What follows belongs to an exercise in optimizing a design on an open flow for a short achievable clock period and few clock cycles; a production flow would make more cautious choices.
Function was checked by simulation only, so behaviour that the tests miss may differ from the original.
Power figures rest on the tool's default switching activity, not on a simulated workload.

File: design/flow/design.v
module ALU (
    input logic [31:0] inA,
    input logic [31:0] inB,
    input logic [3:0] ALUCtrlOut,
    output logic [31:0] ALUOut,
    output logic Zero
);
    logic signed [31:0] sa, sb;
    always_comb begin
        sa = $signed(inA);
        sb = $signed(inB);
        ALUOut = 0;
        case(ALUCtrlOut)
            4'b0000: ALUOut = sa + sb;
            4'b0001: ALUOut = sa - sb;
            4'b0010: ALUOut = inA & inB;
            4'b0011: ALUOut = inA | inB;
            4'b0100: ALUOut = inA ^ inB;
            4'b0101: ALUOut = inA << inB[4:0];
            4'b0110: ALUOut = inA >> inB[4:0];
            4'b0111: ALUOut = sa >>> inB[4:0];
            4'b1000: ALUOut = (sa < sb) ? 32'h1 : 32'h0;
            4'b1001: ALUOut = (inA < inB) ? 32'h1 : 32'h0;
            default begin end
        endcase
        Zero = (inA - inB == 32'h0) ? 1'b1 : 1'b0;
    end
endmodule
module ALUCtrl (
    input logic [1:0] ALUOp,
    input logic [2:0] funct3,
    input logic [6:0] funct7,
    output logic [3:0] ALUCtrlOut
);
    always_comb begin
        ALUCtrlOut = 4'b0000;
        case(ALUOp)
            2'b00: ALUCtrlOut = 4'b0000;
            2'b01: begin
                case(funct3)
                    3'b000: ALUCtrlOut = 4'b0001;
                    3'b100: ALUCtrlOut = 4'b1000;
                    3'b101: ALUCtrlOut = 4'b1000;
                    3'b110: ALUCtrlOut = 4'b1001;
                    3'b111: ALUCtrlOut = 4'b1001;
                    default begin
                    end
                endcase
            end
            2'b10: begin
                case(funct3)
                    3'b000: ALUCtrlOut = (funct7 == 7'b0100000) ? 4'b0001 : 4'b0000;
                    3'b111: ALUCtrlOut = 4'b0010;
                    3'b110: ALUCtrlOut = 4'b0011;
                    3'b100: ALUCtrlOut = 4'b0100;
                    3'b001: ALUCtrlOut = 4'b0101;
                    3'b101: ALUCtrlOut = (funct7 == 7'b0100000) ? 4'b0111 : 4'b0110;
                    3'b010: ALUCtrlOut = 4'b1000;
                    3'b011: ALUCtrlOut = 4'b1001;
                    default begin
                    end
                endcase
            end
            2'b11: begin
                case(funct3)
                    3'b000: ALUCtrlOut = 4'b0000;
                    3'b111: ALUCtrlOut = 4'b0010;
                    3'b110: ALUCtrlOut = 4'b0011;
                    3'b100: ALUCtrlOut = 4'b0100;
                    3'b001: ALUCtrlOut = 4'b0101;
                    3'b101: ALUCtrlOut = (funct7 == 7'b0100000) ? 4'b0111 : 4'b0110;
                    3'b010: ALUCtrlOut = 4'b1000;
                    3'b011: ALUCtrlOut = 4'b1001;
                    default begin
                    end
                endcase
            end
            default begin
            end
        endcase
    end
endmodule
module BranchConditionUnit (
    input logic Zero, Branch,
    input logic [31:0] ALUResult,
    input logic [2:0] funct3,
    output logic TakeBranch
);
    always_comb begin
        TakeBranch = 1'b0;
        case(funct3)
            3'b000: TakeBranch = Zero & Branch;
            3'b001: TakeBranch = ~Zero & Branch;
            3'b100: TakeBranch = ALUResult[0] & Branch;
            3'b101: TakeBranch = ~ALUResult[0] & Branch;
            3'b110: TakeBranch = ALUResult[0] & Branch;
            3'b111: TakeBranch = ~ALUResult[0] & Branch;
            default begin end
        endcase
    end
endmodule
module CtrlUnit (
    input logic [6:0] OpCode,
    output logic RegWrite, MemRead, MemWrite, Branch, Jump, JumpReg, ALUSrcA, ALUSrcB,
    output logic [1:0] ResultSrc, ALUOp,
    output logic [2:0] immSrc
);
    always_comb begin
        RegWrite = 1'b0;
        MemRead = 1'b0;
        MemWrite = 1'b0;
        Branch = 1'b0;
        Jump = 1'b0;
        JumpReg = 1'b0;
        ALUSrcA = 1'b0;
        ALUSrcB = 1'b0;
        ResultSrc = 2'b00; 
        ALUOp = 2'b00;
        immSrc = 3'b000;
        case(OpCode)
            7'h33: begin
                RegWrite = 1'b1;
                ALUSrcB = 1'b1;
                ALUOp = 2'b10;
            end
            7'h13: begin
                RegWrite = 1'b1;
                ALUOp = 2'b11;
            end
            7'h03: begin
                RegWrite = 1'b1;
                MemRead = 1'b1;
                ResultSrc = 2'b01;
            end
            7'h23: begin
                MemWrite = 1'b1;
                immSrc = 3'b001;
            end
            7'h63: begin
                Branch = 1'b1;
                ALUSrcB = 1'b1;
                ALUOp = 2'b01;
                immSrc = 3'b010;
            end
            7'h6f: begin
                RegWrite = 1'b1;
                Jump = 1'b1;
                ALUSrcA = 1'b1;
                ResultSrc = 2'b10;
                immSrc = 3'b100;
            end
            7'h67: begin
                RegWrite = 1'b1;
                JumpReg = 1'b1;
                ResultSrc = 2'b10;
            end
            7'h37: begin
                RegWrite = 1'b1;
                ResultSrc = 2'b11;
                immSrc = 3'b011;
            end
            7'h17: begin
                RegWrite = 1'b1;
                ALUSrcA = 1'b1;
                immSrc = 3'b011;
            end
            default begin
            end
        endcase
    end
endmodule
module Decoder1 (
    input logic [31:0] Inst,
    output logic [6:0] OpCode,
    output logic [4:0] rd,
    output logic [2:0] funct3,
    output logic [4:0] rs1,
    output logic [4:0] rs2,
    output logic [6:0] funct7,
    output logic [31:0] immI,
    output logic [31:0] immS,
    output logic [31:0] immB,
    output logic [31:0] immU,
    output logic [31:0] immJ
);
    assign OpCode = Inst[6:0];
    assign rd = Inst[11:7];
    assign funct3 = Inst[14:12];
    assign rs1 = Inst[19:15];
    assign rs2 = Inst[24:20];
    assign funct7 = Inst[31:25];
    assign immI = {{20{Inst[31]}}, Inst[31:20]};
    assign immS = {{20{Inst[31]}}, Inst[31:25], Inst[11:7]};
    assign immB = {{19{Inst[31]}}, Inst[31], Inst[7], Inst[30:25], Inst[11:8], 1'b0};
    assign immU = {Inst[31:12], {12{1'b0}}};
    assign immJ = {{11{Inst[31]}}, Inst[31], Inst[19:12], Inst[20], Inst[30:21], 1'b0};
endmodule
module LoadStoreUnit (
    input logic [31:0] rs,
    input logic [1:0] size, whichbit,
    output logic [3:0] wmask,
    output logic [31:0] WMemData
);
    always_comb begin
        WMemData = {4{rs[7:0]}};
        wmask = 4'b0000;
        case(size)
            2'b00: begin
                WMemData = {4{rs[7:0]}};
                case(whichbit)
                    2'b00: wmask = 4'b0001;
                    2'b01: wmask = 4'b0010;
                    2'b10: wmask = 4'b0100;
                    2'b11: wmask = 4'b1000;
                endcase
            end
            2'b01: begin
                WMemData = {2{rs[15:8], rs[7:0]}};
                case(whichbit[1])
                    1'b0: wmask = 4'b0011;
                    1'b1: wmask = 4'b1100;
                endcase
            end
            2'b10: begin
                WMemData = rs;
                wmask = 4'b1111;
            end
            default begin end
        endcase
    end
endmodule
module LoadExtend (
    input  logic SiUned,
    input  logic MemRead,
    input  logic [1:0]  size,
    input  logic [31:0] RawData,
    output logic [31:0] DataRead
);
    always_comb begin
        DataRead = 32'b0;
        if (MemRead) begin
            case(size)
                2'b00: begin
                    case(SiUned)
                        1'b0: DataRead = { {24{RawData[7]}}, RawData[7:0] };
                        1'b1: DataRead = { 24'b0, RawData[7:0] };
                    endcase
                end
                2'b01: begin
                    case(SiUned)
                        1'b0: DataRead = { {16{RawData[15]}}, RawData[15:0] };
                        1'b1: DataRead = { 16'b0, RawData[15:0] };
                    endcase
                end
                2'b10: DataRead = RawData;
                default: DataRead = 32'b0;
            endcase
        end
    end
endmodule
module PC32Bit (
    input logic Clk,
    input logic Rst,
    input logic [31:0] NewPC,
    output logic [31:0] CurPC
);
    always_ff @(posedge Clk or posedge Rst) begin
        if (Rst) begin
            CurPC <= 32'h0;
        end
        else begin
            CurPC <= NewPC;
        end
    end
endmodule
module PCCtrl (
    input logic [31:0] CurPC, immB, immJ, immI, ReadVal1,
    input logic Branch, Jump, JumpReg,
    output logic [31:0] CurPC4, NewPC
);
    logic [1:0] sel;
    always_comb begin
        if (JumpReg)
            sel = 2'b11;
        else if (Jump)
            sel = 2'b10;
        else if (Branch)
            sel = 2'b01;
        else
            sel = 2'b00;
        case(sel)
            2'b00: NewPC = CurPC + 32'h4;
            2'b01: NewPC = CurPC + (immB);
            2'b10: NewPC = CurPC + (immJ);
            2'b11: NewPC = (ReadVal1) + (immI);
            default begin end
        endcase
        CurPC4 = CurPC + 32'h4;
    end
endmodule
module RegisterFile (
    input logic Clk, Rst, RegWrite,
    input logic [31:0] wdata,
    input logic [4:0] rd, rs1, rs2,
    output logic [31:0] ReadVal1, ReadVal2
);
    logic [31:0] regs [31:0];
    assign ReadVal1 = (rs1 != 0) ? regs[rs1] : 32'b0;  
    assign ReadVal2 = (rs2 != 0) ? regs[rs2] : 32'b0;
    always_ff @(posedge Clk or posedge Rst) begin
        if (Rst) begin
            for (int i = 0; i < 32; i++) begin
                regs[i] <= 32'b0;
            end
        end else if (RegWrite && (rd != 0)) begin
            regs[rd] <= wdata;
        end
    end
endmodule
module rv32i_core (
    input  logic Rst,
    input  logic Clk,
    output logic [31:0] imem_addr,
    input  logic [31:0] imem_rdata,
    output logic        dmem_re,
    output logic        dmem_we,
    output logic [1:0]  dmem_size,
    output logic [31:0] dmem_addr,
    output logic [31:0] dmem_wdata,
    input  logic [31:0] dmem_rdata,
    output logic        retire_valid,
    output logic [31:0] retire_pc,
    output logic        retire_we,
    output logic [4:0]  retire_rd,
    output logic [31:0] retire_wdata
);
    logic [31:0] tNewPC, tCurPC, tCurPC4, tInst, timmI, timmB, timmJ, timmU, timmS, tReadVal1, tReadVal2, tA, tB;
    logic [31:0] tALUOut;
    logic [31:0] tWMemData, tDataRead, timm, twdata;
    logic [6:0] tOpCode, tfunct7;
    logic [4:0] trd, trs1, trs2;
    logic [3:0] tALUCtrlOut, twmask;
    logic [2:0] tfunct3, timmSrc;
    logic [1:0] tResultSrc, tALUOp;
    logic tBranch, tJump, tJumpReg, tRegWrite, tMemWrite, tMemRead, tALUSrcA, tALUSrcB, tZero, tTakeBranch;
    always_comb begin
        timm  = 32'b0;
        tA    = 32'b0;
        tB    = 32'b0;
        twdata = 32'b0;
        case(timmSrc)
            3'b000: timm = timmI;
            3'b001: timm = timmS;
            3'b010: timm = timmB;
            3'b011: timm = timmU;
            3'b100: timm = timmJ;
            default: timm = 32'b0;
        endcase
        case(tResultSrc)
            2'b00: twdata = tALUOut;
            2'b01: twdata = tDataRead;
            2'b10: twdata = tCurPC4;
            2'b11: twdata = timm;
            default: twdata = 32'b0;
        endcase
        case(tALUSrcA)
            1'b0: tA = tReadVal1;
            1'b1: tA = tCurPC;
            default: tA = 32'b0;
        endcase
        case(tALUSrcB)
            1'b0: tB = timm;
            1'b1: tB = tReadVal2;
            default: tB = 32'b0;
        endcase
    end
    assign imem_addr = tCurPC;
    assign tInst     = imem_rdata;
    assign dmem_re    = tMemRead & ~Rst;
    assign dmem_we    = tMemWrite & ~Rst;
    assign dmem_size  = tfunct3[1:0];
    assign dmem_addr  = tALUOut;
    assign dmem_wdata = tWMemData;
    assign retire_valid = ~Rst;
    assign retire_pc    = tCurPC;
    assign retire_we    = tRegWrite && (trd != 0);
    assign retire_rd    = trd;
    assign retire_wdata = twdata;
    PC32Bit Programm_Counter(
        .Clk(Clk),
        .Rst(Rst),
        .NewPC(tNewPC),
        .CurPC(tCurPC)
    );
    PCCtrl Next_PC(
        .CurPC(tCurPC),
        .immI(timmI),
        .immB(timmB),
        .immJ(timmJ),
        .ReadVal1(tReadVal1),
        .Branch(tTakeBranch),
        .Jump(tJump),
        .JumpReg(tJumpReg),
        .NewPC(tNewPC),
        .CurPC4(tCurPC4)
    );
    Decoder1 Decode1(
        .Inst(tInst),
        .OpCode(tOpCode),
        .rd(trd),
        .funct3(tfunct3),
        .rs1(trs1),
        .rs2(trs2),
        .funct7(tfunct7),
        .immI(timmI),
        .immS(timmS),
        .immB(timmB),
        .immU(timmU),
        .immJ(timmJ)
    );
    RegisterFile RegFile(
        .Clk(Clk),
        .Rst(Rst),
        .RegWrite(tRegWrite),
        .wdata(twdata),
        .rd(trd),
        .rs1(trs1),
        .rs2(trs2),
        .ReadVal1(tReadVal1),
        .ReadVal2(tReadVal2)
    );
    CtrlUnit CtrlU(
        .OpCode(tOpCode),
        .RegWrite(tRegWrite),
        .MemWrite(tMemWrite),
        .MemRead(tMemRead),
        .Branch(tBranch),
        .Jump(tJump),
        .JumpReg(tJumpReg),
        .ALUSrcA(tALUSrcA),
        .ALUSrcB(tALUSrcB),
        .ResultSrc(tResultSrc),
        .immSrc(timmSrc),
        .ALUOp(tALUOp)
    );
    ALUCtrl ALUControl(
        .ALUOp(tALUOp),
        .funct3(tfunct3),
        .funct7(tfunct7),
        .ALUCtrlOut(tALUCtrlOut)
    );
    ALU ALU1(
        .inA(tA),
        .inB(tB),
        .ALUCtrlOut(tALUCtrlOut),
        .ALUOut(tALUOut),
        .Zero(tZero)
    );
    BranchConditionUnit BCU(
        .Zero(tZero),
        .Branch(tBranch),
        .ALUResult(tALUOut),
        .funct3(tfunct3),
        .TakeBranch(tTakeBranch)
    );
    LoadStoreUnit LSU(
        .rs(tReadVal2),
        .size(tfunct3[1:0]),
        .whichbit(tALUOut[1:0]),
        .wmask(twmask),
        .WMemData(tWMemData)
    );
    LoadExtend LoadExt(
        .SiUned(tfunct3[2]),
        .MemRead(tMemRead),
        .size(tfunct3[1:0]),
        .RawData(dmem_rdata),
        .DataRead(tDataRead)
    );
endmodule
File: design/flow/run.sh
#!/bin/bash
# synth_recipe.tcl (not shown) runs the flow's synth.tcl, then flattens the netlist and writes it again
# the make line also repeats each setting of config.mk as NAME=value (left out here)
make -C /OpenROAD-flow-scripts/flow DESIGN_CONFIG=/design/flow/config.mk WORK_HOME=/design/flow/orfs CLKGATE_MAP_FILE= SYNTH_SCRIPT=/design/flow/synth_recipe.tcl finish
File: design/flow/config.mk
export PLATFORM = sky130hd
export DESIGN_NAME = rv32i_core
export DESIGN_NICKNAME = rv32i_core
export VERILOG_FILES = /design/flow/design.v
export SDC_FILE = /design/flow/constraint.sdc
export NUM_CORES = 8
export LEC_CHECK = 0
export CAP_MARGIN = 30
export CORE_MARGIN = 2
export CORE_UTILIZATION = 40
export GPL_TIMING_DRIVEN = 1
export SETUP_SLACK_MARGIN = 1.0
export SLEW_MARGIN = 20
File: design/flow/constraint.sdc
create_clock -name core_clock -period 12.0 [get_ports {Clk}]
set_input_delay 2.4000 -clock core_clock [delete_from_list [all_inputs] [get_ports {Clk}]]
set_output_delay 2.4000 -clock core_clock [all_outputs]
set_load 0.01 [all_outputs]
==> reports/metrics.csv <==
metric,value,unit
grt_pass1_vias,71800,
dp_hpwl,325000,µm
worst_pin_slew,1130,ps
grt_overflow,0,
grt_pass1_wl,611000,µm
synth_ff_type,dfrtp_1,
slew_violations,0,
hold_path.class,flip-flop to flip-flop,
final_util,0.495,
first_pass_iters,9,
syn_inst,7968,
fp.dieW,419,µm
p_leak,39.0,nW
worstRegToRegCells,30,
avgViaCountPerCell,7.22,
antenna_found_initial,36,
endpoint_kind,output port,
coreArea,171000,µm²
path_class,primary input to output port,
drive_above_1_share,0.217,
synthArstFlopShare,1.00,
hold_path_depth,2,
cap_violations,0,
rows,152,
place.gp.congestion,1.10,
reg2reg_to,Programm_Counter.CurPC[29]$_DFF_PP0_,
drc,0,
required,9600,ps
cts_tree,built,
ir_drop,0.122,mV
fmax,0.0899,GHz
setup_violations,0,
fin_crit,11120,ps
cts_buffers,117,
layout_worst_path_cycle_share,0.926,
insertion_delay,830,ps
r2r_start,RegFile.regs[10][6]$_DFFE_PP0P_,
fill_cells,16400,
r2r_setup_slack,3910,ps
die_area,175000,µm²
yosys_warnings,11,
final_nets,8663,
syn_to_final_growth,23.2,%
arrival,8720,ps
root_buffer,clkbuf_16,
avgSynthCellArea,8.63,µm²
holdWs,500,ps
clk_pin_slew,60,ps
finalHoldViolCount,0,
start_kind,primary input,
vias,77900,
synth.distinct_cells,100,
portBuffers,236,
multi_input_area,40800,µm²
die_h,419,µm
ctsHtreeMaxLevel,3,
grtUsageTotal,0.501,
powerDensity,128,nW/µm²
relSlewSlack,0.242,
synth_edf_count,0,
regArea,25600,µm²
status,"complete, no violations",
initial_core_util,0.402,
synthesis.area,68700,µm²
hold_start,RegFile.regs[13][25]$_DFFE_PP0P_,
wirelength,454000,µm
path_max_fanout,37,
ant_nets,0,
synthesis.nets,8203,
numClockSinks,1024,
fin_skew,74.4,ps
synth-seq-cells,1024,
avgRoutedWirePerCell,42.0,µm
io_pins,237,
rsz0062_at_grt,false,
hold_end,RegFile.regs[13][25]$_DFFE_PP0P_,
grt_start_max_net_pins,175,
clockBufferDepth,3,
drtIter0Drc,12300,
synth-seq-area-share,0.373,
[worst max path at each step]
stage,endpoint,cells past startpoint,start
finish,retire_wdata[27],24,imem_rdata[18]
global route,retire_wdata[15],31,imem_rdata[22]
CTS,retire_wdata[19],31,imem_rdata[18]
detailed placement,retire_wdata[25],26,imem_rdata[18]
global placement,retire_wdata[25],26,imem_rdata[18]
floorplan,retire_valid,1,Rst
[critical path, cell delays in order]
cell and delay, ps:
clkbuf_2 150, bufbuf_16 300, buf_4 190, and2_4 210
buf_4 280, and3_1 240, a2111o_1 330, nor4_1 910
buf_4 380, a31oi_1 130, ha_1 320, buf_4 140
inv_1 100, a21oi_1 260, buf_4 170, nor2_1 40
nor2_1 120, o21bai_1 130, or2_2 340, xnor2_1 240
o22ai_1 140, a211o_1 350, o211a_4 310, clkdlybuf4s50_1 480
[metal layers]
layer	track usage	vias up	share of wire
li1	-	31000	-
met1	0.607	38100	0.36
met2	0.706	6723	0.40
met3	0.188	2084	0.14
met4	0.406	22	0.10
met5	0.0122	-	0.00068
[per-stage QoR]
stage / TNS (ps) / worst slack, ps / cells / power (mW) / area, µm²
final: 0 / 883 / 10800 / 10.8 / 84700
after detailed placement: -326 / -268 / 10500 / 6.85 / 79000
after CTS: 0 / 886 / 10700 / 10.6 / 83900
after global routing: 0 / 915 / 10800 / 11.0 / 84600
after global placement: -725 / -632 / 10500 / 6.84 / 78800
after floorplan: -4666710 / -5010 / 7968 / 5.32 / 68800
[report_power, final]
| part | leakage, nW | switching [mW] | total, mW | internal [mW] |
|---|---|---|---|---|
| Sequential | 14.1 | 0.374 | 4.05 | 3.68 |
| Combinational | 23.0 | 1.89 | 2.95 | 1.06 |
| Clock | 1.91 | 1.66 | 3.79 | 2.13 |
[timing repair]
item                                    CTS  global route
setup buffers                            35            24
cloned                                    4             5
hold buffers                              0             0
endpoints found under the setup margin   52            47
pin swaps                                53            40
gates resized for setup                 171           117
hold endpoints to repair                  0             0
[sequential cells by signal (all words and copies together) (netlist names)]
| signal | cells |
|---|---|
| Programm_Counter.CurPC | 32 |
| RegFile.regs | 992 |
[kinds of logic (layout without fill, tap and decap cells)]
family	count (synthesis)	after routing	synth area share
xor gates and xnor gates	120	120	0.0153
adders and majority gates	169	169	0.0312
AOI/OAI and AO/OA	2499	2499	0.254
and+or+nand+nor	2767	2771	0.202
muxes	391	391	0.0648
DFF	1024	1024	0.373
other	0	35	0
buffers and inverters	998	1547	0.0604
[layout by cell type (no fill, tap or decap), drive strengths merged, types with 36 or more instances in the layout]
| master | netlist | routed |
|---|---|---|
| dfrtp | 1024 | 1024 |
| buf | 190 | 949 |
| nand2 | 862 | 862 |
| o21ai | 551 | 551 |
| and3 | 549 | 550 |
| nand3 | 403 | 403 |
| nor2 | 398 | 398 |
| a22oi | 354 | 354 |
| a21oi | 351 | 351 |
| mux2 | 323 | 323 |
| clkdlybuf4s50 | 0 | 205 |
| o31ai | 199 | 199 |
| clkbuf | 654 | 168 |
| ha | 165 | 165 |
| inv | 148 | 153 |
| nand4 | 136 | 136 |
| o211ai | 129 | 129 |
| a221oi | 128 | 128 |
| a2111oi | 125 | 125 |
| a22o | 100 | 100 |
| o41ai | 95 | 95 |
| xnor2 | 87 | 87 |
| nor3 | 74 | 74 |
| a31oi | 60 | 60 |
| mux2i | 57 | 57 |
| a21o | 50 | 50 |
| nor4 | 49 | 49 |
| and2 | 38 | 40 |
| or3 | 38 | 38 |
| nand2b | 36 | 36 |
[synth_stat cells, drive strengths merged (165+ instances only)]
cell type	number	area share
nand2	862	0.047
clkbuf	654	0.036
o31ai	199	0.022
dfrtp	1024	0.37
nor2	398	0.022
mux2	323	0.053
o21ai	551	0.040
buf	190	0.016
ha	165	0.030
a21oi	351	0.026
nand3	403	0.029
a22oi	354	0.039
and3	549	0.050
[cell type report]
class | instances | area share
clock buffer | 161 | 0.0388
antenna | 35 | 0.00103
multi-input combinational | 5950 | 0.482
timing repair buffer | 1181 | 0.128
clock inverter | 51 | 0.00787
inverter | 154 | 0.00687
tap | 2233 | 0.0330
sequential | 1024 | 0.303
Testbench counts, summed over its fixed seeds: cycles 805,042.

separate check: timing with driven ports:
No port has a modelled driver above. Below, the same layout with a new extraction and two added sets of constraints.
Step 1 sets driving cells, clkbuf_16 on the clock port and buf_2 on the other inputs (assumed; they add their load-dependent delay and slew).
Step 2 also shifts input and output timing later by t, the mid clock arrival at the registers, as if the neighbouring blocks saw the same clock.
Three values: ideal, step 1, step 2; two values: the first two.
t, ns: 0.886
setup slack, ns: 0.883 / 0.857 / 0.857
cell pins on the clock port's net: 1
After both steps this run still meets setup and hold. The setup slack of this run moves by -0.026 ns with the drivers and by -0.026 ns with both steps.
